This is an optimization exercise on Yosys and OpenROAD, whose aim is small area, a short achievable clock period and few clock cycles, not a production implementation.
In this exercise RTL edits were held to simulation tests only and were not proved equivalent to the original.

### flow/run.sh
#!/bin/bash
# synth_recipe.tcl (not shown) runs the flow's synth.tcl, then flattens the netlist and writes it again
# the make line also repeats each setting of config.mk as NAME=value (left out here)
make -C /OpenROAD-flow-scripts/flow DESIGN_CONFIG=/design/flow/config.mk WORK_HOME=/design/flow/orfs CLKGATE_MAP_FILE= SYNTH_SCRIPT=/design/flow/synth_recipe.tcl finish
### flow/config.mk
export PLATFORM = sky130hd
export DESIGN_NAME = milestone1
export DESIGN_NICKNAME = milestone1
export VERILOG_FILES = /design/flow/design.v
export SDC_FILE = /design/flow/constraint.sdc
export NUM_CORES = 4
export LEC_CHECK = 0
export CAP_MARGIN = 20
export CORE_MARGIN = 2
export CORE_UTILIZATION = 40
export SLEW_MARGIN = 20
### flow/constraint.sdc
create_clock -name core_clock -period 13.0 [get_ports {CLOCK_50_I}]
set_input_delay 2.6000 -clock core_clock [delete_from_list [all_inputs] [get_ports {CLOCK_50_I}]]
set_output_delay 2.6000 -clock core_clock [all_outputs]
set_load 0.01 [all_outputs]
### flow/design.v
module milestone1 (
	input logic CLOCK_50_I,                    
	input logic resetn,
	input  logic            M1_en,
	output  logic            M1_end,
	output logic   [17:0]   SRAM_address,
	input  logic   [15:0]   SRAM_read_data,
	output logic   [15:0]   SRAM_write_data,
	output logic            SRAM_we_n
);
typedef enum logic [6:0] {
  S_DELAY1,
	S_IDLE,
	IN_S_0,
	IN_S_1,
	IN_S_2,
	IN_S_3,
	IN_S_4,
	IN_S_5,
	IN_S_6,
	IN_S_7,
	IN_S_8,
	IN_S_9,
	IN_S_10,
	IN_S_11,
	IN_S_12,
	IN_S_13,
	IN_S_14,
	IN_S_15,
	IN_S_16,
	IN_S_17,
	IN_S_18,
	IN_S_19,
	IN_S_20,
	IN_S_21,
	CC_S0_0,
	CC_S0_1,
	CC_S0_2,
	CC_S0_3,
	CC_S0_4,
	CC_S0_5,
	CC_S1_0,
	CC_S1_1,
	CC_S1_2,
	CC_S1_3,
	CC_S1_4,
	CC_S1_5,
	EN_S_0,
	EN_S_1,
	EN_S_2,
	EN_S_3,
	EN_S_4,
	EN_S_5,
	EN_S_6,
	EN_S_7,
	EN_S_8,
	EN_S_9,
	EN_S_10,
	EN_S_11,
	EN_S_12,
	EN_S_13,
	EN_S_14,
	EN_S_15,
	EN_S_16,
	EN_S_17,
	EN_S_18,
	EN_S_19,
	EN_S_20,
	EN_S_21,
	EN_S_22,
	EN_S_23,
	EN_S_24,
	EN_S_25,
	EN_S_26,
	EN_S_27
} M1_state;
M1_state state;
parameter Yaddress = 18'd0,
Uaddress = 18'd38400,
Vaddress = 18'd57600,
RGBaddress = 18'd146944;
logic [17:0] data_counter;
logic [17:0] Y_counter;
logic [17:0] RGB_counter;
logic [17:0] U_counter; 
logic [9:0] Vert_count;
logic [9:0] Hori_count;
logic [15:0] Y;
logic [7:0] U [5:0];
logic [7:0] V [5:0];
logic [7:0] Ytest;
logic [7:0] Utest;
logic [7:0] Vtest;
logic [15:0] UPrime;
logic [15:0] VPrime;
logic [32:0] U_Even;
logic [32:0] U_Odd;
logic [32:0] V_Even;
logic [32:0] V_Odd;
logic [15:0] STORY;
logic [15:0] STORU;
logic [15:0] STORV;
logic [31:0] ans1;
logic [31:0] ans2;
logic [15:0] R;
logic [15:0] G;
logic [15:0] B;
logic [31:0] R0;
logic [31:0] G0;
logic [31:0] B0;
logic [31:0] R1;
logic [31:0] G1;
logic [31:0] B1;
logic [31:0] Mult_op_1, Mult_op_2, Mult_op_3, Mult_op_4, Mult_op_5, Mult_op_6, Mult_op_7, Mult_op_8;
logic [31:0] Mult_result1, Mult_result2, Mult_result3, Mult_result4;
logic [63:0] Mult_result_long1, Mult_result_long2, Mult_result_long3, Mult_result_long4;
assign Mult_result_long1 = Mult_op_1 * Mult_op_2;
assign Mult_result1 = Mult_result_long1[31:0];
assign Mult_result_long2 = Mult_op_3 * Mult_op_4;
assign Mult_result2 = Mult_result_long2[31:0];
assign Mult_result_long3 = Mult_op_5 * Mult_op_6;
assign Mult_result3 = Mult_result_long3[31:0];
assign Mult_result_long4 = Mult_op_7 * Mult_op_8;
assign Mult_result4 = Mult_result_long4[31:0];
always_comb begin
  			Mult_op_1 = 32'd0;
			Mult_op_2 = 32'd0;
			Mult_op_3 = 32'd0;
			Mult_op_4 = 32'd0;
			Mult_op_5 = 32'd0;
			Mult_op_6 = 32'd0;
			Mult_op_7 = 32'd0;
			Mult_op_8 = 32'd0;
	case(state)
		IN_S_5: begin
			Mult_op_1 = {24'd0,U[0]};
			Mult_op_2 = 32'd21;
			Mult_op_3 = {24'd0,V[0]};
			Mult_op_4 = 32'd21;
		end
		IN_S_6: begin
			Mult_op_1 = {24'd0,U[0]};
			Mult_op_2 = 32'd52;
			Mult_op_3 = {24'd0,V[0]};
			Mult_op_4 = 32'd52;
		end
		IN_S_7: begin
			Mult_op_1 = {24'd0,U[0]};
			Mult_op_2 = 32'd159;
			Mult_op_3 = {24'd0,V[0]};
			Mult_op_4 = 32'd159;
		end
		IN_S_8: begin
			Mult_op_1 = {24'd0,U[1]};
			Mult_op_2 = 32'd159;
			Mult_op_3 = {24'd0,V[1]};
			Mult_op_4 = 32'd159;
		end
		IN_S_9: begin
			Mult_op_1 = {24'd0,U[2]};
			Mult_op_2 = 32'd52;
			Mult_op_3 = {24'd0,V[2]};
			Mult_op_4 = 32'd52;
		end
		IN_S_10: begin
			Mult_op_1 = {24'd0,U[3]};
			Mult_op_2 = 32'd21;
			Mult_op_3 = {24'd0,V[3]};
			Mult_op_4 = 32'd21;
			Mult_op_5 = {24'd0,Y[15:8]}-32'd16;
			Mult_op_6 = 32'd76284;
			Mult_op_7 = {24'd0,Y[7:0]}-32'd16;
			Mult_op_8 = 32'd76284;
		end
		IN_S_11: begin
			Mult_op_1 = {24'd0,U[0]};
			Mult_op_2 = 32'd21;
			Mult_op_3 = {24'd0,V[0]};
			Mult_op_4 = 32'd21;
			Mult_op_5 = {24'd0,VPrime[15:8]}-32'd128;
			Mult_op_6 = 32'd104595;
			Mult_op_7 = {24'd0,VPrime[7:0]}-32'd128;
			Mult_op_8 = 32'd104595;
		end
		IN_S_12: begin
			Mult_op_1 = {24'd0,U[0]};
			Mult_op_2 = 32'd52;
			Mult_op_3 = {24'd0,V[0]};
			Mult_op_4 = 32'd52;
			Mult_op_5 = {24'd0,UPrime[15:8]}-32'd128;
			Mult_op_6 = 32'd25624;
			Mult_op_7 = {24'd0,UPrime[7:0]}-32'd128;
			Mult_op_8 = 32'd25624;
		end
		IN_S_13: begin
			Mult_op_1 = {24'd0,U[1]};
			Mult_op_2 = 32'd159;
			Mult_op_3 = {24'd0,V[1]};
			Mult_op_4 = 32'd159;
			Mult_op_5 = {24'd0,VPrime[15:8]}-32'd128;
			Mult_op_6 = 32'd53281;
			Mult_op_7 = {24'd0,VPrime[7:0]}-32'd128;
			Mult_op_8 = 32'd53281;
		end
		IN_S_14: begin
			Mult_op_1 = {24'd0,U[2]};
			Mult_op_2 = 32'd159;
			Mult_op_3 = {24'd0,V[2]};
			Mult_op_4 = 32'd159;
			Mult_op_5 = {24'd0,UPrime[15:8]}-32'd128;
			Mult_op_6 = 32'd132251;
			Mult_op_7 = {24'd0,UPrime[7:0]}-32'd128;
			Mult_op_8 = 32'd132251;;
		end
		IN_S_15: begin
			Mult_op_1 = {24'd0,U[3]};
			Mult_op_2 = 32'd52;
			Mult_op_3 = {24'd0,V[3]};
			Mult_op_4 = 32'd52;
		end
		IN_S_16: begin
			Mult_op_1 = {24'd0,U[4]};
			Mult_op_2 = 32'd21;
			Mult_op_3 = {24'd0,V[4]};
			Mult_op_4 = 32'd21;
			Mult_op_5 = {24'd0,Y[15:8]}-32'd16;
			Mult_op_6 = 32'd76284;
			Mult_op_7 = {24'd0,Y[7:0]}-32'd16;
			Mult_op_8 = 32'd76284;
		end
		IN_S_17: begin
			Mult_op_1 = {24'd0,U[0]};
			Mult_op_2 = 32'd21;
			Mult_op_3 = {24'd0,V[0]};
			Mult_op_4 = 32'd21;
			Mult_op_5 = {24'd0,VPrime[15:8]}-32'd128;
			Mult_op_6 = 32'd104595;
			Mult_op_7 = {24'd0,VPrime[7:0]}-32'd128;
			Mult_op_8 = 32'd104595;
		end
		IN_S_18: begin
			Mult_op_1 = {24'd0,U[1]};
			Mult_op_2 = 32'd52;
			Mult_op_3 = {24'd0,V[1]};
			Mult_op_4 = 32'd52;
			Mult_op_5 = {24'd0,UPrime[15:8]}-32'd128;
			Mult_op_6 = 32'd25624;
			Mult_op_7 = {24'd0,UPrime[7:0]}-32'd128;
			Mult_op_8 = 32'd25624;
		end
		IN_S_19: begin
			Mult_op_1 = {24'd0,U[2]};
			Mult_op_2 = 32'd159;
			Mult_op_3 = {24'd0,V[2]};
			Mult_op_4 = 32'd159;
			Mult_op_5 = {24'd0,VPrime[15:8]}-32'd128;
			Mult_op_6 = 32'd53281;
			Mult_op_7 = {24'd0,VPrime[7:0]}-32'd128;
			Mult_op_8 = 32'd53281;
		end
		IN_S_20: begin
			Mult_op_1 = {24'd0,U[3]};
			Mult_op_2 = 32'd159;
			Mult_op_3 = {24'd0,V[3]};
			Mult_op_4 = 32'd159;
			Mult_op_5 = {24'd0,UPrime[15:8]}-32'd128;
			Mult_op_6 = 32'd132251;
			Mult_op_7 = {24'd0,UPrime[7:0]}-32'd128;
			Mult_op_8 = 32'd132251;
		end
		IN_S_21: begin
			Mult_op_1 = {24'd0,U[4]};
			Mult_op_2 = 32'd52;
			Mult_op_3 = {24'd0,V[4]};
			Mult_op_4 = 32'd52;
		end
		CC_S0_0: begin
			Mult_op_1 = {24'd0,U[5]};
			Mult_op_2 = 32'd21;
			Mult_op_3 = {24'd0,V[5]};
			Mult_op_4 = 32'd21;
			Mult_op_5 = {24'd0,Y[15:8]}-32'd16;
			Mult_op_6 = 32'd76284;
			Mult_op_7 = {24'd0,Y[7:0]}-32'd16;
			Mult_op_8 = 32'd76284;
		end
		CC_S0_1: begin
			Mult_op_1 = {24'd0,U[0]};
			Mult_op_2 = 32'd21;
			Mult_op_3 = {24'd0,V[0]};
			Mult_op_4 = 32'd21;
			Mult_op_5 = {24'd0,VPrime[15:8]}-32'd128;
			Mult_op_6 = 32'd104595;
			Mult_op_7 = {24'd0,VPrime[7:0]}-32'd128;
			Mult_op_8 = 32'd104595;
		end
		CC_S0_2: begin
			Mult_op_1 = {24'd0,U[1]};
			Mult_op_2 = 32'd52;
			Mult_op_3 = {24'd0,V[1]};
			Mult_op_4 = 32'd52;
			Mult_op_5 = {24'd0,UPrime[15:8]}-32'd128;
			Mult_op_6 = 32'd25624;
			Mult_op_7 = {24'd0,UPrime[7:0]}-32'd128;
			Mult_op_8 = 32'd25624;
		end
		CC_S0_3: begin
			Mult_op_1 = {24'd0,U[2]};
			Mult_op_2 = 32'd159;
			Mult_op_3 = {24'd0,V[2]};
			Mult_op_4 = 32'd159;
			Mult_op_5 = {24'd0,VPrime[15:8]}-32'd128;
			Mult_op_6 = 32'd53281;
			Mult_op_7 = {24'd0,VPrime[7:0]}-32'd128;
			Mult_op_8 = 32'd53281;	
		end
		CC_S0_4: begin
			Mult_op_1 = {24'd0,U[3]};
			Mult_op_2 = 32'd159;
			Mult_op_3 = {24'd0,V[3]};
			Mult_op_4 = 32'd159;
			Mult_op_5 = {24'd0,UPrime[15:8]}-32'd128;
			Mult_op_6 = 32'd132251;
			Mult_op_7 = {24'd0,UPrime[7:0]}-32'd128;
			Mult_op_8 = 32'd132251;
		end
		CC_S0_5: begin
			Mult_op_1 = {24'd0,U[4]};
			Mult_op_2 = 32'd52;
			Mult_op_3 = {24'd0,V[4]};
			Mult_op_4 = 32'd52;
		end
		CC_S1_0: begin
			Mult_op_1 = {24'd0,U[5]};
			Mult_op_2 = 32'd21;
			Mult_op_3 = {24'd0,V[5]};
			Mult_op_4 = 32'd21;
			Mult_op_5 = {24'd0,Y[15:8]}-32'd16;
			Mult_op_6 = 32'd76284;
			Mult_op_7 = {24'd0,Y[7:0]}-32'd16;
			Mult_op_8 = 32'd76284;
		end
		CC_S1_1: begin
			Mult_op_1 = {24'd0,U[0]};
			Mult_op_2 = 32'd21;
			Mult_op_3 = {24'd0,V[0]};
			Mult_op_4 = 32'd21;
			Mult_op_5 = {24'd0,VPrime[15:8]}-32'd128;
			Mult_op_6 = 32'd104595;
			Mult_op_7 = {24'd0,VPrime[7:0]}-32'd128;
			Mult_op_8 = 32'd104595;
		end
		CC_S1_2: begin
			Mult_op_1 = {24'd0,U[1]};
			Mult_op_2 = 32'd52;
			Mult_op_3 = {24'd0,V[1]};
			Mult_op_4 = 32'd52;
			Mult_op_5 = {24'd0,UPrime[15:8]}-32'd128;
			Mult_op_6 = 32'd25624;
			Mult_op_7 = {24'd0,UPrime[7:0]}-32'd128;
			Mult_op_8 = 32'd25624;
		end
		CC_S1_3: begin
			Mult_op_1 = {24'd0,U[2]};
			Mult_op_2 = 32'd159;
			Mult_op_3 = {24'd0,V[2]};
			Mult_op_4 = 32'd159;
			Mult_op_5 = {24'd0,VPrime[15:8]}-32'd128;
			Mult_op_6 = 32'd53281;
			Mult_op_7 = {24'd0,VPrime[7:0]}-32'd128;
			Mult_op_8 = 32'd53281;
		end
		CC_S1_4: begin
			Mult_op_1 = {24'd0,U[3]};
			Mult_op_2 = 32'd159;
			Mult_op_3 = {24'd0,V[3]};
			Mult_op_4 = 32'd159;
			Mult_op_5 = {24'd0,UPrime[15:8]}-32'd128;
			Mult_op_6 = 32'd132251;
			Mult_op_7 = {24'd0,UPrime[7:0]}-32'd128;
			Mult_op_8 = 32'd132251;
		end
		CC_S1_5: begin
			Mult_op_1 = {24'd0,U[4]};
			Mult_op_2 = 32'd52;
			Mult_op_3 = {24'd0,V[4]};
			Mult_op_4 = 32'd52;
		end
		EN_S_0: begin
			Mult_op_1 = {24'd0,U[5]};
			Mult_op_2 = 32'd21;
			Mult_op_3 = {24'd0,V[5]};
			Mult_op_4 = 32'd21;
			Mult_op_5 = {24'd0,Y[15:8]}-32'd16;
			Mult_op_6 = 32'd76284;
			Mult_op_7 = {24'd0,Y[7:0]}-32'd16;
			Mult_op_8 = 32'd76284;
		end
		EN_S_1: begin
			Mult_op_1 = {24'd0,U[1]};
			Mult_op_2 = 32'd21;
			Mult_op_3 = {24'd0,V[1]};
			Mult_op_4 = 32'd21;
			Mult_op_5 = {24'd0,VPrime[15:8]}-32'd128;
			Mult_op_6 = 32'd104595;
			Mult_op_7 = {24'd0,VPrime[7:0]}-32'd128;
			Mult_op_8 = 32'd104595;
		end
		EN_S_2: begin
			Mult_op_1 = {24'd0,U[2]};
			Mult_op_2 = 32'd52;
			Mult_op_3 = {24'd0,V[2]};
			Mult_op_4 = 32'd52;
			Mult_op_5 = {24'd0,UPrime[15:8]}-32'd128;
			Mult_op_6 = 32'd25624;
			Mult_op_7 = {24'd0,UPrime[7:0]}-32'd128;
			Mult_op_8 = 32'd25624;
		end
		EN_S_3: begin
			Mult_op_1 = {24'd0,U[3]};
			Mult_op_2 = 32'd159;
			Mult_op_3 = {24'd0,V[3]};
			Mult_op_4 = 32'd159;
			Mult_op_5 = {24'd0,VPrime[15:8]}-32'd128;
			Mult_op_6 = 32'd53281;
			Mult_op_7 = {24'd0,VPrime[7:0]}-32'd128;
			Mult_op_8 = 32'd53281;	
		end
		EN_S_4: begin
			Mult_op_1 = {24'd0,U[4]};
			Mult_op_2 = 32'd159;
			Mult_op_3 = {24'd0,V[4]};
			Mult_op_4 = 32'd159;
			Mult_op_5 = {24'd0,UPrime[15:8]}-32'd128;
			Mult_op_6 = 32'd132251;
			Mult_op_7 = {24'd0,UPrime[7:0]}-32'd128;
			Mult_op_8 = 32'd132251;
		end
		EN_S_5: begin
			Mult_op_1 = {24'd0,U[5]};
			Mult_op_2 = 32'd52;
			Mult_op_3 = {24'd0,V[5]};
			Mult_op_4 = 32'd52;
		end
		EN_S_6: begin
			Mult_op_1 = {24'd0,U[5]};
			Mult_op_2 = 32'd21;
			Mult_op_3 = {24'd0,V[5]};
			Mult_op_4 = 32'd21;
			Mult_op_5 = {24'd0,Y[15:8]}-32'd16;
			Mult_op_6 = 32'd76284;
			Mult_op_7 = {24'd0,Y[7:0]}-32'd16;
			Mult_op_8 = 32'd76284;
		end
		EN_S_7: begin
			Mult_op_1 = {24'd0,U[2]};
			Mult_op_2 = 32'd21;
			Mult_op_3 = {24'd0,V[2]};
			Mult_op_4 = 32'd21;
			Mult_op_5 = {24'd0,VPrime[15:8]}-32'd128;
			Mult_op_6 = 32'd104595;
			Mult_op_7 = {24'd0,VPrime[7:0]}-32'd128;
			Mult_op_8 = 32'd104595;
		end
		EN_S_8: begin
			Mult_op_1 = {24'd0,U[3]};
			Mult_op_2 = 32'd52;
			Mult_op_3 = {24'd0,V[3]};
			Mult_op_4 = 32'd52;
			Mult_op_5 = {24'd0,UPrime[15:8]}-32'd128;
			Mult_op_6 = 32'd25624;
			Mult_op_7 = {24'd0,UPrime[7:0]}-32'd128;
			Mult_op_8 = 32'd25624;
		end
		EN_S_9: begin
			Mult_op_1 = {24'd0,U[4]};
			Mult_op_2 = 32'd159;
			Mult_op_3 = {24'd0,V[4]};
			Mult_op_4 = 32'd159;
			Mult_op_5 = {24'd0,VPrime[15:8]}-32'd128;
			Mult_op_6 = 32'd53281;
			Mult_op_7 = {24'd0,VPrime[7:0]}-32'd128;
			Mult_op_8 = 32'd53281;
		end
		EN_S_10: begin
			Mult_op_1 = {24'd0,U[5]};
			Mult_op_2 = 32'd159;
			Mult_op_3 = {24'd0,V[5]};
			Mult_op_4 = 32'd159;
			Mult_op_5 = {24'd0,UPrime[15:8]}-32'd128;
			Mult_op_6 = 32'd132251;
			Mult_op_7 = {24'd0,UPrime[7:0]}-32'd128;
			Mult_op_8 = 32'd132251;
		end
		EN_S_11: begin
			Mult_op_1 = {24'd0,U[5]};
			Mult_op_2 = 32'd52;
			Mult_op_3 = {24'd0,V[5]};
			Mult_op_4 = 32'd52;
		end
		EN_S_12: begin
			Mult_op_1 = {24'd0,U[5]};
			Mult_op_2 = 32'd21;
			Mult_op_3 = {24'd0,V[5]};
			Mult_op_4 = 32'd21;
			Mult_op_5 = {24'd0,Y[15:8]}-32'd16;
			Mult_op_6 = 32'd76284;
			Mult_op_7 = {24'd0,Y[7:0]}-32'd16;
			Mult_op_8 = 32'd76284;
		end
		EN_S_13: begin
			Mult_op_1 = {24'd0,U[3]};
			Mult_op_2 = 32'd21;
			Mult_op_3 = {24'd0,V[3]};
			Mult_op_4 = 32'd21;
			Mult_op_5 = {24'd0,VPrime[15:8]}-32'd128;
			Mult_op_6 = 32'd104595;
			Mult_op_7 = {24'd0,VPrime[7:0]}-32'd128;
			Mult_op_8 = 32'd104595;
		end
		EN_S_14: begin
			Mult_op_1 = {24'd0,U[4]};
			Mult_op_2 = 32'd52;
			Mult_op_3 = {24'd0,V[4]};
			Mult_op_4 = 32'd52;
			Mult_op_5 = {24'd0,UPrime[15:8]}-32'd128;
			Mult_op_6 = 32'd25624;
			Mult_op_7 = {24'd0,UPrime[7:0]}-32'd128;
			Mult_op_8 = 32'd25624;
		end
		EN_S_15: begin
			Mult_op_1 = {24'd0,U[5]};
			Mult_op_2 = 32'd159;
			Mult_op_3 = {24'd0,V[5]};
			Mult_op_4 = 32'd159;
			Mult_op_5 = {24'd0,VPrime[15:8]}-32'd128;
			Mult_op_6 = 32'd53281;
			Mult_op_7 = {24'd0,VPrime[7:0]}-32'd128;
			Mult_op_8 = 32'd53281;	
			end
		EN_S_16: begin
			Mult_op_1 = {24'd0,U[5]};
			Mult_op_2 = 32'd159;
			Mult_op_3 = {24'd0,V[5]};
			Mult_op_4 = 32'd159;
			Mult_op_5 = {24'd0,UPrime[15:8]}-32'd128;
			Mult_op_6 = 32'd132251;
			Mult_op_7 = {24'd0,UPrime[7:0]}-32'd128;
			Mult_op_8 = 32'd132251;
		end
		EN_S_17: begin
			Mult_op_1 = {24'd0,U[5]};
			Mult_op_2 = 32'd52;
			Mult_op_3 = {24'd0,V[5]};
			Mult_op_4 = 32'd52;
		end
		EN_S_18: begin
			Mult_op_1 = {24'd0,U[5]};
			Mult_op_2 = 32'd21;
			Mult_op_3 = {24'd0,V[5]};
			Mult_op_4 = 32'd21;
			Mult_op_5 = {24'd0,Y[15:8]}-32'd16;
			Mult_op_6 = 32'd76284;
			Mult_op_7 = {24'd0,Y[7:0]}-32'd16;
			Mult_op_8 = 32'd76284;
		end
		EN_S_19: begin
			Mult_op_5 = {24'd0,VPrime[15:8]}-32'd128;
			Mult_op_6 = 32'd104595;
			Mult_op_7 = {24'd0,VPrime[7:0]}-32'd128;
			Mult_op_8 = 32'd104595;
		end
		EN_S_20: begin
			Mult_op_5 = {24'd0,UPrime[15:8]}-32'd128;
			Mult_op_6 = 32'd25624;
			Mult_op_7 = {24'd0,UPrime[7:0]}-32'd128;
			Mult_op_8 = 32'd25624;
		end
		EN_S_21: begin
			Mult_op_5 = {24'd0,VPrime[15:8]}-32'd128;
			Mult_op_6 = 32'd53281;
			Mult_op_7 = {24'd0,VPrime[7:0]}-32'd128;
			Mult_op_8 = 32'd53281;
		end
		EN_S_22: begin
			Mult_op_5 = {24'd0,UPrime[15:8]}-32'd128;
			Mult_op_6 = 32'd132251;
			Mult_op_7 = {24'd0,UPrime[7:0]}-32'd128;
			Mult_op_8 = 32'd132251;
		end
		endcase
	end
	always_ff @ (posedge CLOCK_50_I or negedge resetn) begin
		if (resetn == 1'b0) begin	
			state <= S_IDLE;
			SRAM_we_n <= 1'b1;
			SRAM_write_data <= 16'd0;
			SRAM_address <= 18'd0;
			data_counter <= 18'd0;
			Y_counter <= 18'd0;
			RGB_counter <= 18'd0;
			Vert_count <= 10'd0;
			Hori_count <= 10'd0;
			M1_end <= 1'b0;
			Y <= 16'd0;
			UPrime <= 16'd0; 
			VPrime <= 16'd0;
			STORU <= 16'd0;
			STORV <= 16'd0;
			R <= 16'd0;
			G <= 16'd0;
			B <= 16'd0;
			R0 <= 32'd0;
			G0 <= 32'd0;
			B0 <= 32'd0;
			R1 <= 32'd0;
			G1 <= 32'd0;
			B1 <= 32'd0;
			{U[5], U[4], U[3], U[2], U[1], U[0]} <= 48'd0;
			{V[5], V[4], V[3], V[2], V[1], V[0]} <= 48'd0;
			ans1 <= 32'd0;
			ans2 <= 32'd0;
			end else begin
			case (state)
				S_IDLE: begin		
					if (Hori_count == 10'd319) begin
						Vert_count <= Vert_count + 10'd1;
						Hori_count <= 10'd0;
						data_counter <= data_counter - 18'd1;
					end
					if (Vert_count == 10'd239 && Hori_count == 10'd319) begin
						M1_end <= 1'b1;
					end
					if (M1_en == 1'b1 && M1_end!=1'b1 && !(Vert_count == 10'd239 && Hori_count == 10'd319))
					state <= IN_S_0;	
				end
				S_DELAY1: begin
				  state <= IN_S_0;	
				end
				IN_S_0: begin
				  SRAM_address <= Uaddress + data_counter;
					SRAM_we_n <= 1'b1;
					state <= IN_S_1;
				end
				IN_S_1: begin
				  SRAM_address <= Vaddress + data_counter;
					data_counter <= data_counter +18'd1;
					SRAM_we_n <= 1'b1;
					state <= IN_S_2;
				end
				IN_S_2: begin
				  SRAM_address <= Uaddress + data_counter;
					SRAM_we_n <= 1'b1;
					state <= IN_S_3;
				end
				IN_S_3: begin
				  SRAM_address <= Vaddress + data_counter;
				  data_counter <= data_counter +18'd1;
					SRAM_we_n <= 1'b1;
					U[0] <= SRAM_read_data[15:8];
					U[1] <= SRAM_read_data[7:0];
					state <= IN_S_4;
				end
				IN_S_4: begin
				  SRAM_address <= Yaddress + Y_counter;
					Y_counter <= Y_counter + 18'd1;
					SRAM_we_n <= 1'b1;
					V[0] <= SRAM_read_data[15:8];
					V[1] <= SRAM_read_data[7:0];
					state <= IN_S_5;
				end
				IN_S_5: begin
				  SRAM_address <= Uaddress + data_counter;
					SRAM_we_n <= 1'b1;
					ans1 <= $signed(Mult_result1);
					ans2 <= $signed(Mult_result2);
					U[2] <= SRAM_read_data[15:8];
					U[3] <= SRAM_read_data[7:0];
					state <= IN_S_6;
				end
				IN_S_6: begin
					SRAM_address <= Vaddress + data_counter;
					data_counter <= data_counter +18'd1;
					SRAM_we_n <= 1'b1;
					ans1 <= $signed(ans1-Mult_result1);
					ans2 <= $signed(ans2-Mult_result2);
					V[2] <= SRAM_read_data[15:8];
					V[3] <= SRAM_read_data[7:0];
					state <= IN_S_7;
				end
				IN_S_7: begin
					SRAM_we_n <= 1'b1;
					Y <= SRAM_read_data;
					Ytest <= SRAM_read_data[15:8];
					ans1 <= $signed(ans1+Mult_result1);
					ans2 <= $signed(ans2+Mult_result2);
					state <= IN_S_8;
				end
				IN_S_8: begin
					SRAM_we_n <= 1'b1;
					ans1 <= $signed(ans1+Mult_result1);
					ans2 <= $signed(ans2+Mult_result2);
					U[4] <= SRAM_read_data[15:8];
					U[5] <= SRAM_read_data[7:0];
					state <= IN_S_9;
				end
				IN_S_9: begin
					ans1 <= $signed(ans1-Mult_result1);
					ans2 <= $signed(ans2-Mult_result2);
					V[4] <= SRAM_read_data[15:8];
					V[5] <= SRAM_read_data[7:0];
					state <= IN_S_10;
				end
				IN_S_10: begin
					UPrime[15:8] <= U[0];
					UPrime[7:0] <= $signed(ans1+Mult_result1+8'd128) >>8;
					ans1 <= $signed(ans1+Mult_result1+8'd128) >> 8;
					Utest <= $signed(ans1+Mult_result1+8'd128) >> 8;
					VPrime[15:8] <= V[0];
					VPrime[7:0] <= $signed(ans2+Mult_result2+8'd128) >> 8;			
					ans2 <= $signed(ans2+Mult_result2+8'd128) >> 8;
					Vtest <= $signed(ans2+Mult_result2+8'd128) >> 8;
					R0 <= $signed(Mult_result3);
					G0 <= $signed(Mult_result3);
					B0 <= $signed(Mult_result3);
					R1 <= $signed(Mult_result4);
					G1 <= $signed(Mult_result4);
					B1 <= $signed(Mult_result4);
					state <= IN_S_11;
				end
				IN_S_11: begin
					ans1 <= $signed(Mult_result1);
					ans2 <= $signed(Mult_result2);
					R0 <= $signed(R0 + Mult_result3);
					R1 <= $signed(R1 + Mult_result4);
					state <= IN_S_12;
				end
				IN_S_12: begin
				  SRAM_address <= Yaddress + Y_counter;
					Y_counter <= Y_counter + 18'd1;
					SRAM_we_n <= 1'b1;
					ans1 <= $signed(ans1-Mult_result1);
					ans2 <= $signed(ans2-Mult_result2);
					G0 <= $signed(G0 - Mult_result3);
					G1 <= $signed(G1 - Mult_result4);
					state <= IN_S_13;
				end
				IN_S_13: begin
					SRAM_address <= Yaddress + Y_counter;
					Y_counter <= Y_counter + 18'd1;
					SRAM_we_n <= 1'b1;
					ans1 <= $signed(ans1+Mult_result1);
					ans2 <= $signed(ans2+Mult_result2);
					G0 <= $signed(G0 - Mult_result3);
					G1 <= $signed(G1 - Mult_result4);
					state <= IN_S_14;
				end
				IN_S_14: begin
				  SRAM_address <= Uaddress + data_counter;
					SRAM_we_n <= 1'b1;
					Hori_count <= Hori_count + 10'd1;
					ans1 <= $signed(ans1+Mult_result1);
					ans2 <= $signed(ans2+Mult_result2);
					B0 <= $signed(B0 + Mult_result3);
					B1 <= $signed(B1 + Mult_result4);
					state <= IN_S_15;
				end
				IN_S_15: begin
					SRAM_address <= Vaddress + data_counter;
					data_counter <= data_counter + 18'd1;
					SRAM_we_n <= 1'b1;
					Y <= SRAM_read_data;
					ans1 <= $signed(ans1-Mult_result1);
					ans2 <= $signed(ans2-Mult_result2);
					R[15:8] <= R0[31] ? 8'd0 : |R0[30:24] ? 8'd255 : R0[23:16];
					G[15:8] <= G0[31] ? 8'd0 : |G0[30:24] ? 8'd255 : G0[23:16];
					B[15:8] <= B0[31] ? 8'd0 : |B0[30:24] ? 8'd255 : B0[23:16];
					R[7:0] <= R1[31] ? 8'd0 : |R1[30:24] ? 8'd255 : R1[23:16];
					G[7:0] <= G1[31] ? 8'd0 : |G1[30:24] ? 8'd255 : G1[23:16];
					B[7:0] <= B1[31] ? 8'd0 : |B1[30:24] ? 8'd255 : B1[23:16];
					SRAM_we_n <= 1'b1;
					state <= IN_S_16;
				end
				IN_S_16: begin
					SRAM_address <= RGBaddress + RGB_counter;
					SRAM_write_data <= {R[15:8],G[15:8]};
					RGB_counter <= RGB_counter + 18'd1;
					STORY <= SRAM_read_data;
					UPrime[15:8] <= U[1];
					UPrime[7:0] <= $signed(ans1+Mult_result1+8'd128) >> 8;
					VPrime[15:8] <= V[1];
					VPrime[7:0] <= $signed(ans2+Mult_result2+8'd128) >> 8;			
					R0 <= $signed(Mult_result3);
					G0 <= $signed(Mult_result3);
					B0 <= $signed(Mult_result3);
					R1 <= $signed(Mult_result4);
					G1 <= $signed(Mult_result4);
					B1 <= $signed(Mult_result4);
					SRAM_we_n <= 1'b0;
					state <= IN_S_17;
				end
				IN_S_17: begin
					STORU <= SRAM_read_data;
					SRAM_address <= RGBaddress + RGB_counter;
					SRAM_write_data <= {B[15:8],R[7:0]};
					RGB_counter <= RGB_counter + 18'd1;
					ans1 <= $signed(Mult_result1);
					ans2 <= $signed(Mult_result2);
					R0 <= $signed(R0 + Mult_result3);
					R1 <= $signed(R1 + Mult_result4);
					SRAM_we_n <= 1'b0;
					state <= IN_S_18;
				end
				IN_S_18: begin
					STORV <= SRAM_read_data;
					SRAM_address <= RGBaddress + RGB_counter;
					SRAM_write_data <= {G[7:0],B[7:0]};
					RGB_counter <= RGB_counter + 18'd1;
					ans1 <= $signed(ans1-Mult_result1);
					ans2 <= $signed(ans2-Mult_result2);
					G0 <= $signed(G0 - Mult_result3);
					G1 <= $signed(G1 - Mult_result4);
					SRAM_we_n <= 1'b0;
					state <= IN_S_19;
				end
				IN_S_19: begin
					SRAM_address <= Yaddress + Y_counter;
					Y_counter <= Y_counter + 18'd1;
					SRAM_we_n <= 1'b1;
					Y <= STORY;
					ans1 <= $signed(ans1+Mult_result1);
					ans2 <= $signed(ans2+Mult_result2);
					G0 <= $signed(G0 - Mult_result3);
					G1 <= $signed(G1 - Mult_result4);
					state <= IN_S_20;
				end
				IN_S_20: begin
					SRAM_we_n <= 1'b1;
					ans1 <= $signed(ans1+Mult_result1);
					ans2 <= $signed(ans2+Mult_result2);
					B0 <= $signed(B0 + Mult_result3);
					B1 <= $signed(B1 + Mult_result4);
					state <= IN_S_21;
				end
				IN_S_21: begin
					SRAM_we_n <= 1'b1;
					Hori_count <= Hori_count + 10'd2;
					ans1 <= $signed(ans1-Mult_result1);
					ans2 <= $signed(ans2-Mult_result2);
					R[15:8] <= R0[31] ? 8'd0 : |R0[30:24] ? 8'd255 : R0[23:16];
					G[15:8] <= G0[31] ? 8'd0 : |G0[30:24] ? 8'd255 : G0[23:16];
					B[15:8] <= B0[31] ? 8'd0 : |B0[30:24] ? 8'd255 : B0[23:16];
					R[7:0] <= R1[31] ? 8'd0 : |R1[30:24] ? 8'd255 : R1[23:16];
					G[7:0] <= G1[31] ? 8'd0 : |G1[30:24] ? 8'd255 : G1[23:16];
					B[7:0] <= B1[31] ? 8'd0 : |B1[30:24] ? 8'd255 : B1[23:16];
					Hori_count <= Hori_count + 10'd2;
					state <= CC_S0_0;
					U_counter <= 18'd5;
				end
				CC_S0_0: begin	
					SRAM_address <= RGBaddress + RGB_counter;
					SRAM_write_data <= {R[15:8],G[15:8]};
					RGB_counter <= RGB_counter + 18'd1;
					STORY <= SRAM_read_data;
					UPrime[15:8] <= U[2];
					UPrime[7:0] <= $signed(ans1+Mult_result1+8'd128) >> 8;
					VPrime[15:8] <= V[2];
					VPrime[7:0] <= $signed(ans2+Mult_result2+8'd128) >> 8;			
					R0 <= Mult_result3;
					G0 <= Mult_result3;
					B0 <= Mult_result3;
					R1 <= Mult_result4;
					G1 <= Mult_result4;
					B1 <= Mult_result4;
					U[0] <= U[1];
					U[1] <= U[2];
					U[2] <= U[3];
					U[3] <= U[4];
					U[4] <= U[5];	
					U[5] <= STORU[15:8];
					V[0] <= V[1];
					V[1] <= V[2];
					V[2] <= V[3];
					V[3] <= V[4];
					V[4] <= V[5];	
					V[5] <= STORV[15:8];
					SRAM_we_n <= 1'b0;
					state <= CC_S0_1;	
				end
				CC_S0_1: begin
					Hori_count <= Hori_count + 10'd2;
					SRAM_address <= RGBaddress + RGB_counter;
					SRAM_write_data <= {B[15:8],R[7:0]};
					RGB_counter <= RGB_counter + 18'd1;
					ans1 <= $signed(Mult_result1);
					ans2 <= $signed(Mult_result2);
					R0 <= $signed(R0 + Mult_result3);
					R1 <= $signed(R1 + Mult_result4);
					SRAM_we_n <= 1'b0;
					state <= CC_S0_2;	
				end
				CC_S0_2: begin
					SRAM_address <= RGBaddress + RGB_counter;
					SRAM_write_data <= {G[7:0],B[7:0]};
					RGB_counter <= RGB_counter + 18'd1;
					ans1 <= $signed(ans1-Mult_result1);
					ans2 <= $signed(ans2-Mult_result2);
					G0 <= $signed(G0 - Mult_result3);
					G1 <= $signed(G1 - Mult_result4);
					SRAM_we_n <= 1'b0;
					state <= CC_S0_3;	
				end
				CC_S0_3: begin
					SRAM_address <= Yaddress + Y_counter;
					Y_counter <= Y_counter + 18'd1;
					Y <= STORY;
					SRAM_we_n <= 1'b1;
					ans1 <= $signed(ans1+Mult_result1);
					ans2 <= $signed(ans2+Mult_result2);
					G0 <= $signed(G0 - Mult_result3);
					G1 <= $signed(G1 - Mult_result4);
					state <= CC_S0_4;	
				end
				CC_S0_4: begin
					SRAM_address <= Uaddress + data_counter;
					SRAM_we_n <= 1'b1;
					ans1 <= $signed(ans1+Mult_result1);
					ans2 <= $signed(ans2+Mult_result2);
					B0 <= $signed(B0 + Mult_result3);
					B1 <= $signed(B1 + Mult_result4);
					state <= CC_S0_5;	
				end
				CC_S0_5: begin
					SRAM_address <= Vaddress + data_counter;
					data_counter <= data_counter + 18'd1;
					U_counter <= U_counter + 18'd1;
					SRAM_we_n <= 1'b1;
					ans1 <= $signed(ans1-Mult_result1);
					ans2 <= $signed(ans2-Mult_result2);
					R[15:8] <= R0[31] ? 8'd0 : |R0[30:24] ? 8'd255 : R0[23:16];
					G[15:8] <= G0[31] ? 8'd0 : |G0[30:24] ? 8'd255 : G0[23:16];
					B[15:8] <= B0[31] ? 8'd0 : |B0[30:24] ? 8'd255 : B0[23:16];
					R[7:0] <= R1[31] ? 8'd0 : |R1[30:24] ? 8'd255 : R1[23:16];
					G[7:0] <= G1[31] ? 8'd0 : |G1[30:24] ? 8'd255 : G1[23:16];
					B[7:0] <= B1[31] ? 8'd0 : |B1[30:24] ? 8'd255 : B1[23:16];
					state <= CC_S1_0;	
				end
				CC_S1_0: begin	
					Hori_count <= Hori_count + 10'd2;
					SRAM_address <= RGBaddress + RGB_counter;
					SRAM_write_data <= {R[15:8],G[15:8]};
					RGB_counter <= RGB_counter + 18'd1;
					STORY <= SRAM_read_data;
					UPrime[15:8] <= U[2];
					UPrime[7:0] <= $signed(ans1+Mult_result1+8'd128) >> 8;
					VPrime[15:8] <= V[2];
					VPrime[7:0] <= $signed(ans2+Mult_result2+8'd128) >> 8;			
					R0 <= $signed(Mult_result3);
					G0 <= $signed(Mult_result3);
					B0 <= $signed(Mult_result3);
					R1 <= $signed(Mult_result4);
					G1 <= $signed(Mult_result4);
					B1 <= $signed(Mult_result4);
					U[0] <= U[1];
					U[1] <= U[2];
					U[2] <= U[3];
					U[3] <= U[4];
					U[4] <= U[5];	
					U[5] <= STORU[7:0];
					V[0] <= V[1];
					V[1] <= V[2];
					V[2] <= V[3];
					V[3] <= V[4];
					V[4] <= V[5];	
					V[5] <= STORV[7:0];
					SRAM_we_n <= 1'b0;
					state <= CC_S1_1;	
				end
				CC_S1_1: begin
					STORU <= SRAM_read_data;
					SRAM_address <= RGBaddress + RGB_counter;
					SRAM_write_data <= {B[15:8],R[7:0]};
					RGB_counter <= RGB_counter + 18'd1;
					ans1 <= $signed(Mult_result1);
					ans2 <= $signed(Mult_result2);
					R0 <= $signed(R0 + Mult_result3);
					R1 <= $signed(R1 + Mult_result4);
					SRAM_we_n <= 1'b0;
					state <= CC_S1_2;	
				end
				CC_S1_2: begin
					STORV <= SRAM_read_data;
					SRAM_address <= RGBaddress + RGB_counter;
					SRAM_write_data <= {G[7:0],B[7:0]};
					RGB_counter <= RGB_counter + 18'd1;
					ans1 <= $signed(ans1-Mult_result1);
					ans2 <= $signed(ans2-Mult_result2);
					G0 <= $signed(G0 - Mult_result3);
					G1 <= $signed(G1 - Mult_result4);
					SRAM_we_n <= 1'b0;
					state <= CC_S1_3;	
				end
				CC_S1_3: begin
					SRAM_address <= Yaddress + Y_counter;
					Y_counter <= Y_counter + 18'd1;
					Y <= STORY;
					SRAM_we_n <= 1'b1;
					ans1 <= $signed(ans1+Mult_result1);
					ans2 <= $signed(ans2+Mult_result2);
					G0 <= $signed(G0 - Mult_result3);
					G1 <= $signed(G1 - Mult_result4);
					state <= CC_S1_4;	
				end
				CC_S1_4: begin
					SRAM_we_n <= 1'b1;
					ans1 <= $signed(ans1+Mult_result1);
					ans2 <= $signed(ans2+Mult_result2);
					B0 <= $signed(B0 + Mult_result3);
					B1 <= $signed(B1 + Mult_result4);
					state <= CC_S1_5;	
				end
				CC_S1_5: begin
					ans1 <= $signed(ans1-Mult_result1);
					ans2 <= $signed(ans2-Mult_result2);
					R[15:8] <= R0[31] ? 8'd0 : |R0[30:24] ? 8'd255 : R0[23:16];
					G[15:8] <= G0[31] ? 8'd0 : |G0[30:24] ? 8'd255 : G0[23:16];
					B[15:8] <= B0[31] ? 8'd0 : |B0[30:24] ? 8'd255 : B0[23:16];
					R[7:0] <= R1[31] ? 8'd0 : |R1[30:24] ? 8'd255 : R1[23:16];
					G[7:0] <= G1[31] ? 8'd0 : |G1[30:24] ? 8'd255 : G1[23:16];
					B[7:0] <= B1[31] ? 8'd0 : |B1[30:24] ? 8'd255 : B1[23:16];
					SRAM_we_n <= 1'b1;
					if (Hori_count == 10'd311) 
					   state <= EN_S_0;
					else 
					   state <= CC_S0_0;	
				end
				EN_S_0: begin	
					SRAM_address <= RGBaddress + RGB_counter;
					SRAM_write_data <= {R[15:8],G[15:8]};
					RGB_counter <= RGB_counter + 18'd1;
					STORY <= SRAM_read_data;
					UPrime[15:8] <= U[2];
					UPrime[7:0] <= $signed(ans1+Mult_result1+8'd128) >> 8;
					VPrime[15:8] <= V[2];
					VPrime[7:0] <= $signed(ans2+Mult_result2+8'd128) >> 8;			
					R0 <= $signed(Mult_result3);
					G0 <= $signed(Mult_result3);
					B0 <= $signed(Mult_result3);
					R1 <= $signed(Mult_result4);
					G1 <= $signed(Mult_result4);
					B1 <= $signed(Mult_result4);
					SRAM_we_n <= 1'b0;
					state <= EN_S_1;	
				end
				EN_S_1: begin
					SRAM_address <= RGBaddress + RGB_counter;
					SRAM_write_data <= {B[15:8],R[7:0]};
					RGB_counter <= RGB_counter + 18'd1;
					ans1 <= $signed(Mult_result1);
					ans2 <= $signed(Mult_result2);
					R0 <= $signed(R0 + Mult_result3);
					R1 <= $signed(R1 + Mult_result4);
					SRAM_we_n <= 1'b0;
					state <= EN_S_2;	
				end
				EN_S_2: begin
					SRAM_address <= RGBaddress + RGB_counter;
					SRAM_write_data <= {G[7:0],B[7:0]};
					RGB_counter <= RGB_counter + 18'd1;
					ans1 <= $signed(ans1-Mult_result1);
					ans2 <= $signed(ans2-Mult_result2);
					G0 <= $signed(G0 - Mult_result3);
					G1 <= $signed(G1 - Mult_result4);
					SRAM_we_n <= 1'b0;
					state <= EN_S_3;	
				end
				EN_S_3: begin
					SRAM_address <= Yaddress + Y_counter;
					Y_counter <= Y_counter + 18'd1;
					SRAM_we_n <= 1'b1;
					Y <= STORY;
					ans1 <= $signed(ans1+Mult_result1);
					ans2 <= $signed(ans2+Mult_result2);
					G0 <= $signed(G0 - Mult_result3);
					G1 <= $signed(G1 - Mult_result4);
					state <= EN_S_4;	
				end
				EN_S_4: begin
					SRAM_we_n <= 1'b1;
					ans1 <= $signed(ans1+Mult_result1);
					ans2 <= $signed(ans2+Mult_result2);
					B0 <= $signed(B0 + Mult_result3);
					B1 <= $signed(B1 + Mult_result4);
					state <= EN_S_5;	
				end
				EN_S_5: begin
					Hori_count <= Hori_count + 10'd2;
					SRAM_we_n <= 1'b1;
					ans1 <= $signed(ans1-Mult_result1);
					ans2 <= $signed(ans2-Mult_result2);
					R[15:8] <= R0[31] ? 8'd0 : |R0[30:24] ? 8'd255 : R0[23:16];
					G[15:8] <= G0[31] ? 8'd0 : |G0[30:24] ? 8'd255 : G0[23:16];
					B[15:8] <= B0[31] ? 8'd0 : |B0[30:24] ? 8'd255 : B0[23:16];
					R[7:0] <= R1[31] ? 8'd0 : |R1[30:24] ? 8'd255 : R1[23:16];
					G[7:0] <= G1[31] ? 8'd0 : |G1[30:24] ? 8'd255 : G1[23:16];
					B[7:0] <= B1[31] ? 8'd0 : |B1[30:24] ? 8'd255 : B1[23:16];
					SRAM_we_n <= 1'b1;
					state <= EN_S_6;	
				end
				EN_S_6: begin
					SRAM_address <= RGBaddress + RGB_counter;
					SRAM_write_data <= {R[15:8],G[15:8]};
					RGB_counter <= RGB_counter + 18'd1;
					STORY <= SRAM_read_data;
					UPrime[15:8] <= U[3];
					UPrime[7:0] <= $signed(ans1+Mult_result1+8'd128) >> 8;
					VPrime[15:8] <= V[3];
					VPrime[7:0] <= $signed(ans2+Mult_result2+8'd128) >> 8;			
					R0 <= $signed(Mult_result3);
					G0 <= $signed(Mult_result3);
					B0 <= $signed(Mult_result3);
					R1 <= $signed(Mult_result4);
					G1 <= $signed(Mult_result4);
					B1 <= $signed(Mult_result4);
					SRAM_we_n <= 1'b0;
					state <= EN_S_7;
				end
				EN_S_7: begin
					SRAM_address <= RGBaddress + RGB_counter;
					SRAM_write_data <= {B[15:8],R[7:0]};
					RGB_counter <= RGB_counter + 18'd1;
					ans1 <= $signed(Mult_result1);
					ans2 <= $signed(Mult_result2);
					R0 <= $signed(R0 + Mult_result3);
					R1 <= $signed(R1 + Mult_result4);
					SRAM_we_n <= 1'b0;	
					state <= EN_S_8;
				end
				EN_S_8: begin
					SRAM_address <= RGBaddress + RGB_counter;
					SRAM_write_data <= {G[7:0],B[7:0]};
					RGB_counter <= RGB_counter + 18'd1;
					ans1 <= $signed(ans1-Mult_result1);
					ans2 <= $signed(ans2-Mult_result2);
					G0 <= $signed(G0 - Mult_result3);
					G1 <= $signed(G1 - Mult_result4);
					SRAM_we_n <= 1'b0;	
					state <= EN_S_9;
				end
				EN_S_9: begin
					SRAM_address <= Yaddress + Y_counter;
					Y_counter <= Y_counter + 18'd1;
					SRAM_we_n <= 1'b1;
					Y <= STORY;
					ans1 <= $signed(ans1+Mult_result1);
					ans2 <= $signed(ans2+Mult_result2);
					G0 <= $signed(G0 - Mult_result3);
					G1 <= $signed(G1 - Mult_result4);
					state <= EN_S_10;
				end
				EN_S_10: begin
					SRAM_we_n <= 1'b1;
					ans1 <= $signed(ans1+Mult_result1);
					ans2 <= $signed(ans2+Mult_result2);
					B0 <= $signed(B0 + Mult_result3);
					B1 <= $signed(B1 + Mult_result4);
					state <= EN_S_11;
				end
				EN_S_11: begin
					SRAM_we_n <= 1'b1;
					Hori_count <= Hori_count + 10'd2;
					ans1 <= $signed(ans1-Mult_result1);
					ans2 <= $signed(ans2-Mult_result2);
					R[15:8] <= R0[31] ? 8'd0 : |R0[30:24] ? 8'd255 : R0[23:16];
					G[15:8] <= G0[31] ? 8'd0 : |G0[30:24] ? 8'd255 : G0[23:16];
					B[15:8] <= B0[31] ? 8'd0 : |B0[30:24] ? 8'd255 : B0[23:16];
					R[7:0] <= R1[31] ? 8'd0 : |R1[30:24] ? 8'd255 : R1[23:16];
					G[7:0] <= G1[31] ? 8'd0 : |G1[30:24] ? 8'd255 : G1[23:16];
					B[7:0] <= B1[31] ? 8'd0 : |B1[30:24] ? 8'd255 : B1[23:16];
					state <= EN_S_12;
				end
				EN_S_12: begin
					SRAM_address <= RGBaddress + RGB_counter;
					SRAM_write_data <= {R[15:8],G[15:8]};
					RGB_counter <= RGB_counter + 18'd1;
					STORY <= SRAM_read_data;
					UPrime[15:8] <= U[4];
					UPrime[7:0] <= $signed(ans1+Mult_result1+8'd128) >> 8;
					VPrime[15:8] <= V[4];
					VPrime[7:0] <= $signed(ans2+Mult_result2+8'd128) >> 8;			
					R0 <= $signed(Mult_result3);
					G0 <= $signed(Mult_result3);
					B0 <= $signed(Mult_result3);
					R1 <= $signed(Mult_result4);
					G1 <= $signed(Mult_result4);
					B1 <= $signed(Mult_result4);
					SRAM_we_n <= 1'b0;
					state <= EN_S_13;
				end
				EN_S_13: begin
					SRAM_address <= RGBaddress + RGB_counter;
					SRAM_write_data <= {B[15:8],R[7:0]};
					RGB_counter <= RGB_counter + 18'd1;
					ans1 <= $signed(Mult_result1);
					ans2 <= $signed(Mult_result2);
					R0 <= $signed(R0 + Mult_result3);
					R1 <= $signed(R1 + Mult_result4);
					SRAM_we_n <= 1'b0;
					state <= EN_S_14;
				end
				EN_S_14: begin
					SRAM_address <= RGBaddress + RGB_counter;
					SRAM_write_data <= {G[7:0],B[7:0]};
					RGB_counter <= RGB_counter + 18'd1;
					ans1 <= $signed(ans1-Mult_result1);
					ans2 <= $signed(ans2-Mult_result2);
					G0 <= $signed(G0 - Mult_result3);
					G1 <= $signed(G1 - Mult_result4);
					SRAM_we_n <= 1'b0;
					state <= EN_S_15;
				end
				EN_S_15: begin
					SRAM_we_n <= 1'b1;
					Y <= STORY;
					ans1 <= $signed(ans1+Mult_result1);
					ans2 <= $signed(ans2+Mult_result2);
					G0 <= $signed(G0 - Mult_result3);
					G1 <= $signed(G1 - Mult_result4);
					state <= EN_S_16;
				end
				EN_S_16: begin
					SRAM_we_n <= 1'b1;
					ans1 <= $signed(ans1+Mult_result1);
					ans2 <= $signed(ans2+Mult_result2);
					B0 <= $signed(B0 + Mult_result3);
					B1 <= $signed(B1 + Mult_result4);
					state <= EN_S_17;
				end
				EN_S_17: begin
					SRAM_we_n <= 1'b1;
					ans1 <= $signed(ans1-Mult_result1);
					ans2 <= $signed(ans2-Mult_result2);
					R[15:8] <= R0[31] ? 8'd0 : |R0[30:24] ? 8'd255 : R0[23:16];
					G[15:8] <= G0[31] ? 8'd0 : |G0[30:24] ? 8'd255 : G0[23:16];
					B[15:8] <= B0[31] ? 8'd0 : |B0[30:24] ? 8'd255 : B0[23:16];
					R[7:0] <= R1[31] ? 8'd0 : |R1[30:24] ? 8'd255 : R1[23:16];
					G[7:0] <= G1[31] ? 8'd0 : |G1[30:24] ? 8'd255 : G1[23:16];
					B[7:0] <= B1[31] ? 8'd0 : |B1[30:24] ? 8'd255 : B1[23:16];
					SRAM_we_n <= 1'b1;
					state <= EN_S_18;
				end
				EN_S_18: begin
					SRAM_address <= RGBaddress + RGB_counter;
					SRAM_write_data <= {R[15:8],G[15:8]};
					RGB_counter <= RGB_counter + 18'd1;
					Hori_count <= Hori_count + 10'd2;
					UPrime[15:8] <= U[5];
					UPrime[7:0] <= $signed(ans1+Mult_result1+8'd128) >> 8;
					VPrime[15:8] <= V[5];
					VPrime[7:0] <= $signed(ans2+Mult_result2+8'd128) >> 8;			
					R0 <= $signed(Mult_result3);
					G0 <= $signed(Mult_result3);
					B0 <= $signed(Mult_result3);
					R1 <= $signed(Mult_result4);
					G1 <= $signed(Mult_result4);
					B1 <= $signed(Mult_result4);
					SRAM_we_n <= 1'b0;
					state <= EN_S_19;
				end
				EN_S_19: begin
					SRAM_address <= RGBaddress + RGB_counter;
					SRAM_write_data <= {B[15:8],R[7:0]};
					RGB_counter <= RGB_counter + 18'd1;
					R0 <= $signed(R0 + Mult_result3);
					R1 <= $signed(R1 + Mult_result4);
					SRAM_we_n <= 1'b0;
					state <= EN_S_20;
				end
				EN_S_20: begin
					SRAM_address <= RGBaddress + RGB_counter;
					SRAM_write_data <= {G[7:0],B[7:0]};
					RGB_counter <= RGB_counter + 18'd1;
					G0 <= $signed(G0 - Mult_result3);
					G1 <= $signed(G1 - Mult_result4);
					SRAM_we_n <= 1'b0;
					state <= EN_S_21;
				end
				EN_S_21: begin
					SRAM_we_n <= 1'b1;
					G0 <= $signed(G0 - Mult_result3);
					G1 <= $signed(G1 - Mult_result4);
					state <= EN_S_22;
				end
				EN_S_22: begin
					SRAM_we_n <= 1'b1;
					B0 <= $signed(B0 + Mult_result3);
					B1 <= $signed(B1 + Mult_result4);
					state <= EN_S_23;
				end
				EN_S_23: begin
					Hori_count <= Hori_count + 10'd2;
					SRAM_we_n <= 1'b1;
					R[15:8] <= R0[31] ? 8'd0 : |R0[30:24] ? 8'd255 : R0[23:16];
					G[15:8] <= G0[31] ? 8'd0 : |G0[30:24] ? 8'd255 : G0[23:16];
					B[15:8] <= B0[31] ? 8'd0 : |B0[30:24] ? 8'd255 : B0[23:16];
					R[7:0] <= R1[31] ? 8'd0 : |R1[30:24] ? 8'd255 : R1[23:16];
					G[7:0] <= G1[31] ? 8'd0 : |G1[30:24] ? 8'd255 : G1[23:16];
					B[7:0] <= B1[31] ? 8'd0 : |B1[30:24] ? 8'd255 : B1[23:16];
					SRAM_we_n <= 1'b1;
					state <= EN_S_24;
				end
				EN_S_24: begin
					SRAM_address <= RGBaddress + RGB_counter;
					SRAM_write_data <= {R[15:8],G[15:8]};
					RGB_counter <= RGB_counter + 18'd1;
					SRAM_we_n <= 1'b0;
					state <= EN_S_25;
				end
				EN_S_25: begin
					SRAM_address <= RGBaddress + RGB_counter;
					SRAM_write_data <= {B[15:8],R[7:0]};
					RGB_counter <= RGB_counter + 18'd1;
					SRAM_we_n <= 1'b0;
					state <= EN_S_26;
				end
				EN_S_26: begin
					SRAM_address <= RGBaddress + RGB_counter;
					SRAM_write_data <= {G[7:0],B[7:0]};
					RGB_counter <= RGB_counter + 18'd1;
					SRAM_we_n <= 1'b0;
					state <= EN_S_27;
				end
				EN_S_27: begin
				  SRAM_we_n <= 1'b1;
				  state <= S_IDLE;
				end
				default: state <= S_IDLE;
			endcase
		end
	end
	endmodule
==> run summary <==
Drt:
- Routed signal wires occupy layers up through met4.
- The detail-routed net length per standard cell is 20.0 µm.
- The count of nets left with antenna violations once routing finished came out at 0.
- The routed design uses about 86 mm of met2 wire.
- The total vias in the final route is 53500.
- The total wire length after detailed routing is around 190 mm.
- After the first detailed-routing iteration, the DRC count stood at between 4000 and 5000.
- The first detailed-routing pass ran for 8 iterations.
- The ratio of routed vias to standard cells is between 5 and 6.
- The met1 wire length is approximately 90 mm.
- In the routed design, unresolved DRC markers number 0.
- The routed design uses 10.6 mm of met3 wire.

Die:
- The die is roughly 400 µm tall.
- The horizontal extent of the die is roughly 400 µm.
- Once the floorplan was initialized, standard cells occupied between 40 and 50% of the core.
- Row generation in the floorplan step produced 145 rows.
- The area of the core region is between 0.15 and 0.2 mm².
- The total I/O pin count is 55.
- The area of the die is 0.160 mm².

Synth:
- The total number of yosys warnings is 3.
- The share of synthesized area occupied by flip-flops and latches is between 20 and 25%.
- The cell area after technology mapping is between 0.06 and 0.07 mm².
- Of all flip-flops after synthesis, the portion carrying an async set or reset was ~97%.
- The synthesized design spends more area on one cell type than any other, namely sky130_fd_sc_hd__dfrtp_1.
- The synthesis-stage register bit count is just over 600.
- By area the synthesized netlist is led by sky130_fd_sc_hd__dfrtp_1 (24%), sky130_fd_sc_hd__fa_1 (14%), sky130_fd_sc_hd__ha_1 (10%).
- The number of different library cells used by synthesis comes to about 110.
- The mean post-synth cell area is 8.41 µm².
- The most used flip-flop cell after synthesis is sky130_fd_sc_hd__dfrtp_1.
- The area fraction of the dominant cell type after synthesis is a little under a quarter.
- The number of enable-type register cells in the synthesized netlist is 16.
- The post-synthesis instance total is around 7500.

Setup path:
- The critical path's largest stage delay is 0.61 ns.
- The most critical setup path has its startpoint at state[4]$_DFFE_PN0P_.
- The kind of cell with the highest combined delay on the critical path is adder cells.
- The critical path in this run is classified as flip-flop to flip-flop.
- The worst register-to-register path has a depth of between 40 and 50.
- The worst setup path is launched from a flip-flop.
- The worst setup path is captured at a flip-flop.
- The critical path contains buffers and inverters numbering 7 combined.
- Data on the critical path arrives at its endpoint at between 10 and 15 ns.
- The critical path ends at G1[31]$_DFFE_PN0P_.
- The largest fanout of any net on the critical path is 31.
- The critical path's slowest cell is sky130_fd_sc_hd__fa_1.
- The register-to-register setup slack is roughly 0.83 ns.
- The startpoint of the worst-slack reg-to-reg timing path is state[4]$_DFFE_PN0P_.
- The critical path runs through a total of between 40 and 50 cells.
- The required time of the worst setup path is roughly 14 ns.
- The endpoint of the lowest-slack register-to-register path is G1[31]$_DFFE_PN0P_.

Clock tree:
- The cell sitting at the root of the clock tree is a sky130_fd_sc_hd__clkbuf_16.
- The deepest level of the CTS H-tree is 3.
- The clock tree from TritonCTS is built.
- After clock tree synthesis, the clock-pin slew on the worst setup and hold paths is ~0.070 ns.
- At the later pin of the worst-skew pair, clock insertion delay measures between 0.7 and 0.8 ns.
- The total clock sinks is 612.
- The clock buffer count from CTS is 77.
- The number of hold-repair buffers added at the cts stage is 0.
- The largest buffer count on any clock path is 3.

Global routing:
- The total global routing track utilization is 23.4%.
- The leftover overflow at the end of global routing is 0.
- The via count of the first global-routing pass is roughly 53000.
- The initial antenna violation count is 1.
- The first global-routing pass estimated roughly 300 mm of wire.
- Entering global routing, the biggest net connects around 180 pins.

STA:
- The pin slew with the least headroom to its limit is ~1.1 ns.
- Between clock sinks in the finished design, the worst skew comes to 0.0573 ns.
- Based on the critical path, the design can be clocked at up to approximately 82 MHz.
- Dividing the final minimum period by the clock period gives 93.6%.
- The minimum hold slack is 0.471 ns.
- Setup violations remaining at the end of the flow were counted as 0.
- Setup repair after global routing left no endpoint under its margin.
- The number of pins with negative max-slew slack in the final report is 0.
- The worst-case setup margin in the final layout is between 0.8 and 0.9 ns.
- For the final routed database, the setup TNS stands at 0 ns.
- The routed design could run at a clock period as short as roughly 12 ns.
- The headroom to the max-slew limit is about a quarter.
- The count of endpoints failing hold in the final timing report was 0.

Layout:
- Leaving out fill and tap cells, the most frequent cells in the layout are sky130_fd_sc_hd__inv_1 (895), sky130_fd_sc_hd__nor2_1 (748), sky130_fd_sc_hd__nand2_1 (651).
- For this run, the post-layout net count is ~8400.
- The library cell used most frequently in the layout, excluding fill and tap cells, is sky130_fd_sc_hd__inv_1.
- The proportion of layout cells with a drive suffix above 1 is 5.41%.
- The diode insertion count for antenna repair is 0.
- The largest registers in the layout are U x48, V x48.
- The finished layout holds about 9500 standard cells, fillers aside.
- Compared with the post-synthesis result, the final layout area differs by 9.02%.
- Cells fill 43.9% of the core in the end.
- After routing the design area is 0.0685 mm².

Place:
- Before CTS, the worst setup slack after placement is between 0.7 and 0.8 ns.
- The congestion estimate from routability-driven global placement came to 0.939.
- The HPWL after detailed placement is between 100 and 150 mm.
- The number of buffers inserted by port buffering is 54.
- The placed cell count is slightly above 9000.
- The cell area after placement is ~0.066 mm².

Worst hold path:
- The min-delay analysis places its worst path in the category flip-flop to flip-flop.

Status:
- The flow ran to the end and the layout has no timing, DRC or antenna violations.

Flow run:
- Max-cap violations in this run came to 0.
[timing repair]
action / 4_1_cts / 5_1_grt
endpoints found under the hold margin: 0 / 0
setup endpoints to repair: 0 / 7
buffers inserted: 0 / 0
gates resized for setup: 0 / 5
[Yosys cell counts, types with 42 or more instances]
master / number
sky130_fd_sc_hd__o21bai_1: 81
sky130_fd_sc_hd__a21oi_1: 626
sky130_fd_sc_hd__buf_1: 49
sky130_fd_sc_hd__xor2_1: 113
sky130_fd_sc_hd__mux2i_1: 104
sky130_fd_sc_hd__o21ai_0: 412
sky130_fd_sc_hd__and2_1: 54
sky130_fd_sc_hd__xnor2_1: 273
sky130_fd_sc_hd__dfrtp_1: 594
sky130_fd_sc_hd__nand2_1: 654
sky130_fd_sc_hd__o21a_1: 42
sky130_fd_sc_hd__nor3_1: 108
sky130_fd_sc_hd__a22oi_1: 106
sky130_fd_sc_hd__nand2b_1: 69
sky130_fd_sc_hd__o211ai_1: 50
sky130_fd_sc_hd__a31oi_1: 55
sky130_fd_sc_hd__nand3_1: 130
sky130_fd_sc_hd__clkbuf_1: 293
sky130_fd_sc_hd__inv_1: 897
sky130_fd_sc_hd__a221oi_1: 55
sky130_fd_sc_hd__a21o_1: 144
sky130_fd_sc_hd__a211oi_1: 55
sky130_fd_sc_hd__and3_1: 60
sky130_fd_sc_hd__o22ai_1: 64
sky130_fd_sc_hd__nor2_1: 755
sky130_fd_sc_hd__ha_1: 526
sky130_fd_sc_hd__o31ai_1: 85
sky130_fd_sc_hd__fa_1: 442
[cells by family (layout without fill, tap and decap cells)]
kind of cell	after synthesis	after routing	share of synthesized area [%]
and+or+nand+nor	2051	2051	14.5
muxes	144	144	2.37
xor gates and xnor gates	387	387	5.41
adders and majority gates	986	986	24.9
buffers and inverters	1245	1205	7.45
AOI/OAI and AO/OA	2040	2040	20.8
other	1	2	0.00597
DFF	612	612	24.5
[layer usage]
layer | vias up | GRT usage, %
met1 | 26100 | 33.6
met4 | 0 | 6.48
li1 | 25500 | -
met3 | 277 | 2.61
met5 | - | 0
met2 | 1631 | 37.3
[worst min-delay path by stage]
| stage | startpoint | endpoint | slack (ns) | cells past startpoint |
|---|---|---|---|---|
| 5_1_grt | RGB_counter[2]$_DFFE_PN0P_ | RGB_counter[2]$_DFFE_PN0P_ | 0.48 | 1 |
| 2_1_floorplan | VPrime[0]$_DFFE_PN0N_ | VPrime[0]$_DFFE_PN0N_ | 0.44 | 2 |
| 6_report | RGB_counter[2]$_DFFE_PN0P_ | RGB_counter[2]$_DFFE_PN0P_ | 0.47 | 1 |
| 3_3_place_gp | UPrime[0]$_DFFE_PN0N_ | UPrime[0]$_DFFE_PN0N_ | 0.45 | 2 |
| 3_5_place_dp | RGB_counter[2]$_DFFE_PN0P_ | RGB_counter[2]$_DFFE_PN0P_ | 0.46 | 1 |
| 4_1_cts | RGB_counter[2]$_DFFE_PN0P_ | RGB_counter[2]$_DFFE_PN0P_ | 0.47 | 1 |
[cell type report]
cell class	count	area, µm²
fill	15500	87600
multi-input combinational	5610	42900
sequential	612	15400
inverter	900	3390
tap	2058	2570
clock buffer	103	2230
timing repair buffer	168	1450
clock inverter	34	485
Testbench counts, summed over its fixed seeds: cycles 1,404,006.

what the ideal ports hide:
The results above use ideal ports. As a check the final layout listed here was re-extracted and re-timed, cells and wires unchanged. Step 1 assumes that a clkbuf_16 drives the clock port and a buf_2 every other input. Step 2 also shifts input and output timing later by t, the mid clock arrival at the registers, as if the neighbouring blocks saw the same clock. Three values: ideal, step 1, step 2; two values: the first two.
t, ns: 0.764
slack for setup (ns): 0.829 / 0.829 / 0.829
slew at the worst register clock pin (ns): 0.07 / 0.07
pins driven straight from the clock port: 1
After both steps setup and hold are still met in this run. The setup slack of this run moves by 0.000 ns with the drivers and by 0.000 ns with both steps.
